What follows belongs to an exercise in optimizing a design on an open flow for small area and a short achievable clock period; a production flow would make more cautious choices.
At most, simulation tests tie the RTL to the original design; equivalence was not proved.
No driver is modelled on the clock port, so clock power and skew are understated where the tree is cut down; a real chip needs a root buffer or a tree.
Power and IR drop assume default switching activity.

// fifo_32
module fifo_32(
	clock,
	reset,
	write,
	datain,
	read,
	dataout,
	full,
	empty
	);
For scale: roughly 940 cells after synthesis.
export LEC_CHECK = 0
export CAP_MARGIN = 20
export CORE_MARGIN = 2
export CORE_UTILIZATION = 70
export SETUP_SLACK_MARGIN = 2.1
export SLEW_MARGIN = 20
export SYNTH_HIERARCHICAL = 1
create_clock -name core_clock -period 3.5 [get_ports {clock}]
standard.sh (not shown) runs the stock make flow with config.mk's settings and CLKGATE_MAP_FILE= SYNTH_SCRIPT=/design/flow/synth_recipe.tcl, a recipe that flattens the netlist after the stock synthesis.
==> flow/flow/run.sh <==
#!/bin/bash
# Standard layout (the standard.sh) with these changes:
#  - flow/fp_pre.tcl sets the synthesised combinational cells to drive
#    strength 1 before floorplanning (the resizer upsizes what timing needs);
#  - port buffers are buf_2 (the default choice is a slow delay cell);
#  - the clock tree is built without dummy loads, from larger sink clusters;
#  - flow/cts_pre.tcl then removes the middle level of the clock tree, so the
#    root buffer drives the leaf buffers directly (every register still sees
#    two buffers from the clock port, balanced), and splits the root into one
#    root buffer per quadrant, each driven by the clock port.
set -uo pipefail
HERE=$(pwd)
bash standard.sh "BUFFER_PORTS_ARGS=-buffer_cell sky130_fd_sc_hd__buf_2" \
  "PRE_FLOORPLAN_TCL=$HERE/flow/fp_pre.tcl" \
  "PRE_CTS_TCL=$HERE/flow/cts_pre.tcl" \
  "CTS_ARGS=-sink_clustering_enable -repair_clock_nets -dont_use_dummy_load -sink_clustering_size 30 -sink_clustering_max_diameter 100 -buf_list sky130_fd_sc_hd__clkbuf_16" \
  finish > make_finish.log 2>&1
Other scripts of this flow, unchanged in this note and not shown: flow/flow/cts_pre.tcl, flow/flow/fp_pre.tcl
The baseline completed with no timing, DRC or antenna violations.
Change:
--- a/flow/flow/run.sh
+++ b/flow/flow/run.sh
@@ -15,3 +15,3 @@
   "PRE_CTS_TCL=$HERE/flow/cts_pre.tcl" \
-  "CTS_ARGS=-sink_clustering_enable -repair_clock_nets -dont_use_dummy_load -sink_clustering_size 30 -sink_clustering_max_diameter 100 -buf_list sky130_fd_sc_hd__clkbuf_16" \
+  "CTS_ARGS=-sink_clustering_enable -repair_clock_nets -dont_use_dummy_load -sink_clustering_size 20 -sink_clustering_max_diameter 80 -buf_list sky130_fd_sc_hd__clkbuf_16" \
   finish > make_finish.log 2>&1
--- a/flow/config.mk
+++ b/flow/config.mk
@@ -9,3 +9,3 @@
 export CORE_MARGIN = 2
-export CORE_UTILIZATION = 70
+export CORE_UTILIZATION = 60
 export SETUP_SLACK_MARGIN = 2.1
Result: Register-to-register slack hardly moves. Worst setup slack loses 0.030 ns. Final area went up slightly. Combinational power went down by roughly a tenth. Global-route usage went down by 3.6 points. Die area went up by about a fifth. Sequential cell count is unchanged.
Change:
--- a/flow/flow/run.sh
+++ b/flow/flow/run.sh
@@ -15,3 +15,3 @@
   "PRE_CTS_TCL=$HERE/flow/cts_pre.tcl" \
-  "CTS_ARGS=-sink_clustering_enable -repair_clock_nets -dont_use_dummy_load -sink_clustering_size 20 -sink_clustering_max_diameter 80 -buf_list sky130_fd_sc_hd__clkbuf_16" \
+  "CTS_ARGS=-sink_clustering_enable -repair_clock_nets -dont_use_dummy_load -sink_clustering_size 30 -sink_clustering_max_diameter 100 -buf_list sky130_fd_sc_hd__clkbuf_16" \
   finish > make_finish.log 2>&1
--- a/flow/config.mk
+++ b/flow/config.mk
@@ -10,4 +10,5 @@
 export CORE_UTILIZATION = 60
-export SETUP_SLACK_MARGIN = 2.1
+export SETUP_SLACK_MARGIN = 2.15
 export SLEW_MARGIN = 20
 export SYNTH_HIERARCHICAL = 1
+export TNS_END_PERCENT = 30
Clock power falls by 15%.
Total power shrinks by 4.5%.
Sequential power hardly moves.
Flip-flop and latch count stays the same.
Cell count came out higher by 0.73%.
Combinational power came out higher by 13%.
Core utilization goes up by 1.6 points.
Change:
--- a/flow/config.mk
+++ b/flow/config.mk
@@ -10,5 +10,4 @@
 export CORE_UTILIZATION = 60
-export SETUP_SLACK_MARGIN = 2.15
+export SETUP_SLACK_MARGIN = 2.1
 export SLEW_MARGIN = 20
 export SYNTH_HIERARCHICAL = 1
-export TNS_END_PERCENT = 30
The changed run completed without violations.
Core utilization drops by 2.2 points.
Routed wire length climbs by about 0.9%.
Final area drops by about 3%.

========
Setup of sierra:
Another version of the RTL of fifo_32 (not shown whole).
For scale: ~22 I/O pins.
Design fifo_32, start of the top module:
module fifo_32(
	clock,
	reset,
	write,
	datain,
	read,
	dataout,
	full,
	empty
	);
==> flow/config.mk <==
export PLATFORM = sky130hd
export DESIGN_NAME = fifo_32
export DESIGN_NICKNAME = fifo_32
export VERILOG_FILES = /design/flow/design.v
export SDC_FILE = /design/flow/constraint.sdc
export NUM_CORES = 4
export LEC_CHECK = 0
export CAP_MARGIN = 20
export CORE_MARGIN = 2
export CORE_UTILIZATION = 60
export SETUP_SLACK_MARGIN = 2.15
export SLEW_MARGIN = 20
export SYNTH_HIERARCHICAL = 1
==> flow/constraint.sdc <==
create_clock -name core_clock -period 3.5 [get_ports {clock}]
set_input_delay 0.7000 -clock core_clock [delete_from_list [all_inputs] [get_ports {clock}]]
set_output_delay 0.7000 -clock core_clock [all_outputs]
set_load 0.01 [all_outputs]
==> flow/flow/run.sh <==
#!/bin/bash
# Standard layout (the standard.sh) with three changes:
#  - port buffers are buf_2 (the default choice is a slow delay cell);
#  - the clock tree is built without dummy loads, from larger sink clusters;
#  - flow/cts_pre.tcl then removes the middle level of the clock tree, so the
#    root buffer drives the leaf buffers directly (every register still sees
#    two buffers from the clock port, balanced), and splits the root into one
#    root buffer per quadrant, each driven by the clock port.
set -uo pipefail
HERE=$(pwd)
bash standard.sh "BUFFER_PORTS_ARGS=-buffer_cell sky130_fd_sc_hd__buf_2" \
  "PRE_CTS_TCL=$HERE/flow/cts_pre.tcl" \
  "CTS_ARGS=-sink_clustering_enable -repair_clock_nets -dont_use_dummy_load -sink_clustering_size 30 -sink_clustering_max_diameter 100 -buf_list sky130_fd_sc_hd__clkbuf_16" \
  finish > make_finish.log 2>&1
==> flow/flow/cts_pre.tcl <==
# Wrap clock_tree_synthesis: after the tree is built, remove the buffers between
# the root buffer and the leaf buffers, so the root drives every leaf buffer
# directly (two buffers from the clock port to each register, all balanced).
proc my_flatten_clock_tree {} {
  set block [ord::get_db_block]
  set port_net [[$block findBTerm clock] getNet]
  set roots {}
  foreach it [$port_net getITerms] { lappend roots [$it getInst] }
  foreach root $roots {
    set rnet [[$root findITerm X] getNet]
    set changed 1
    while {$changed} {
      set changed 0
      foreach it [$rnet getITerms] {
        if {[$it isOutputSignal]} { continue }
        set b [$it getInst]
        set m [[$b getMaster] getName]
        if {![string match "*clkbuf*" $m]} { continue }
        set bout [$b findITerm X]
        set bnet [$bout getNet]
        # only a buffer whose loads are all clock buffers is removed
        set allbuf 1
        foreach l [$bnet getITerms] {
          if {[$l isOutputSignal]} { continue }
          if {![string match "*clkbuf*" [[[$l getInst] getMaster] getName]]} { set allbuf 0 }
        }
        if {!$allbuf} { continue }
        set loads {}
        foreach l [$bnet getITerms] { if {![$l isOutputSignal]} { lappend loads $l } }
        foreach l $loads { $l disconnect; $l connect $rnet }
        $bout disconnect
        $it disconnect
        puts "flatten_clock_tree: removed [$b getName] ([llength $loads] loads moved to [$rnet getName])"
        odb::dbInst_destroy $b
        odb::dbNet_destroy $bnet
        set changed 1
        break
      }
    }
  }
}
proc my_split_clock_root {} {
  set block [ord::get_db_block]
  set port_net [[$block findBTerm clock] getNet]
  set its [$port_net getITerms]
  if {[llength $its] != 1} { return }
  set root [[lindex $its 0] getInst]
  set rnet [[$root findITerm X] getNet]
  set loads {}
  foreach l [$rnet getITerms] { if {![$l isOutputSignal]} { lappend loads $l } }
  if {[llength $loads] < 6} { return }
  set sx 0; set sy 0
  foreach l $loads {
    set loc [[$l getInst] getLocation]
    set sx [expr {$sx + [lindex $loc 0]}]; set sy [expr {$sy + [lindex $loc 1]}]
  }
  set cx [expr {$sx / [llength $loads]}]; set cy [expr {$sy / [llength $loads]}]
  array set grp {}
  foreach l $loads {
    set loc [[$l getInst] getLocation]
    set q [expr {([lindex $loc 0] >= $cx ? 1 : 0) + ([lindex $loc 1] >= $cy ? 2 : 0)}]
    lappend grp($q) $l
  }
  set master [$root getMaster]
  set n 0
  foreach q [lsort [array names grp]] {
    set members $grp($q)
    set gx 0; set gy 0
    foreach l $members {
      set loc [[$l getInst] getLocation]
      set gx [expr {$gx + [lindex $loc 0]}]; set gy [expr {$gy + [lindex $loc 1]}]
    }
    set gx [expr {$gx / [llength $members]}]; set gy [expr {$gy / [llength $members]}]
    if {$n == 0} {
      $root setLocation $gx $gy
      set keep $members
    } else {
      set b [odb::dbInst_create $block $master "clkbuf_root_${n}_clock"]
      set net [odb::dbNet_create $block "clknet_root_${n}_clock"]
      $net setSigType CLOCK
      $b setLocation $gx $gy
      $b setPlacementStatus PLACED
      [$b findITerm A] connect $port_net
      [$b findITerm X] connect $net
      foreach l $members { $l disconnect; $l connect $net }
      puts "split_clock_root: [$b getName] drives [llength $members] leaf buffers"
    }
    incr n
  }
}
rename clock_tree_synthesis my_orig_clock_tree_synthesis
proc clock_tree_synthesis {args} {
  my_orig_clock_tree_synthesis {*}$args
  my_flatten_clock_tree
  my_split_clock_root
}
Edits applied to the flow inputs when going from sierra to quartz:
- a change of SETUP_SLACK_MARGIN from 2.15 to 2.0
--- a/flow/flow/run.sh
+++ b/flow/flow/run.sh
@@ -5,6 +5,5 @@
 #  - flow/cts_pre.tcl then removes the middle level of the clock tree, so the
 #    root buffer drives the leaf buffers directly (every register still sees
-#    two buffers from the clock port, balanced), and splits the root into one
-#    root buffer per quadrant, each driven by the clock port.
+#    two buffers from the clock port, balanced).
 set -uo pipefail
 HERE=$(pwd)
==> flow/flow/cts_pre.tcl <==
# Wrap clock_tree_synthesis: after the tree is built, remove the buffers between
# the root buffer and the leaf buffers, so the root drives every leaf buffer
# directly (two buffers from the clock port to each register, all balanced).
proc my_flatten_clock_tree {} {
  set block [ord::get_db_block]
  set port_net [[$block findBTerm clock] getNet]
  set roots {}
  foreach it [$port_net getITerms] { lappend roots [$it getInst] }
  foreach root $roots {
    set rnet [[$root findITerm X] getNet]
    set changed 1
    while {$changed} {
      set changed 0
      foreach it [$rnet getITerms] {
        if {[$it isOutputSignal]} { continue }
        set b [$it getInst]
        set m [[$b getMaster] getName]
        if {![string match "*clkbuf*" $m]} { continue }
        set bout [$b findITerm X]
        set bnet [$bout getNet]
        # only a buffer whose loads are all clock buffers is removed
        set allbuf 1
        foreach l [$bnet getITerms] {
          if {[$l isOutputSignal]} { continue }
          if {![string match "*clkbuf*" [[[$l getInst] getMaster] getName]]} { set allbuf 0 }
        }
        if {!$allbuf} { continue }
        set loads {}
        foreach l [$bnet getITerms] { if {![$l isOutputSignal]} { lappend loads $l } }
        foreach l $loads { $l disconnect; $l connect $rnet }
        $bout disconnect
        $it disconnect
        puts "flatten_clock_tree: removed [$b getName] ([llength $loads] loads moved to [$rnet getName])"
        odb::dbInst_destroy $b
        odb::dbNet_destroy $bnet
        set changed 1
        break
      }
    }
  }
}
rename clock_tree_synthesis my_orig_clock_tree_synthesis
proc clock_tree_synthesis {args} {
  my_orig_clock_tree_synthesis {*}$args
  my_flatten_clock_tree
}
[summary]
Sequential power: sierra vs quartz, no meaningful difference
quartz has worst slew margin relative to its limit above what sierra had.
Die span in y: quartz vs sierra identical
Diff sierra..quartz | post-synthesis sequential area ratio | unchanged
Compared with sierra, final wirelength in quartz decreased by a few percent.
quartz does better than sierra on hold slack.
Function was not checked in any run of this note: the RTL went through the layout flow alone.

what the ideal ports hide:
Ports are ideal in the flow. The routed layouts listed here were re-timed in OpenROAD.
Step 1: set_driving_cell puts a clkbuf_16 on clock and a buf_2 on each other input, an assumption about the parent block.
Step 2, shift: input delay + t, output delay - t, t = (earliest + latest rising clock arrival at the registers) / 2. This alone moves slack from input paths to output paths.
Slacks: no drivers / after step 1 / after step 2; pairs: no drivers / after step 1.
run | shift t [ns] | setup slack, ns | worst setup path after step 2
the first run of note 1 | 0.411 | 2.041 / 1.937 / 1.639 | input to register
the second run of note 1 | 0.406 | 2.011 / 1.952 / 1.614 | input to register
the third run of note 1 | 0.411 | 2.029 / 1.925 / 1.693 | input to register
the fourth run of note 1 | 0.400 | 2.036 / 1.937 / 1.675 | input to register
sierra | 0.396 | 1.989 / 1.897 / 1.740 | input to register
quartz | 0.468 | 1.902 / 1.857 / 1.566 | input to register
After both steps setup and hold are still met in every run listed. For the first run of note 1, which loses most, drivers alone change the setup slack by -0.104 ns; drivers and shift together by -0.402 ns.
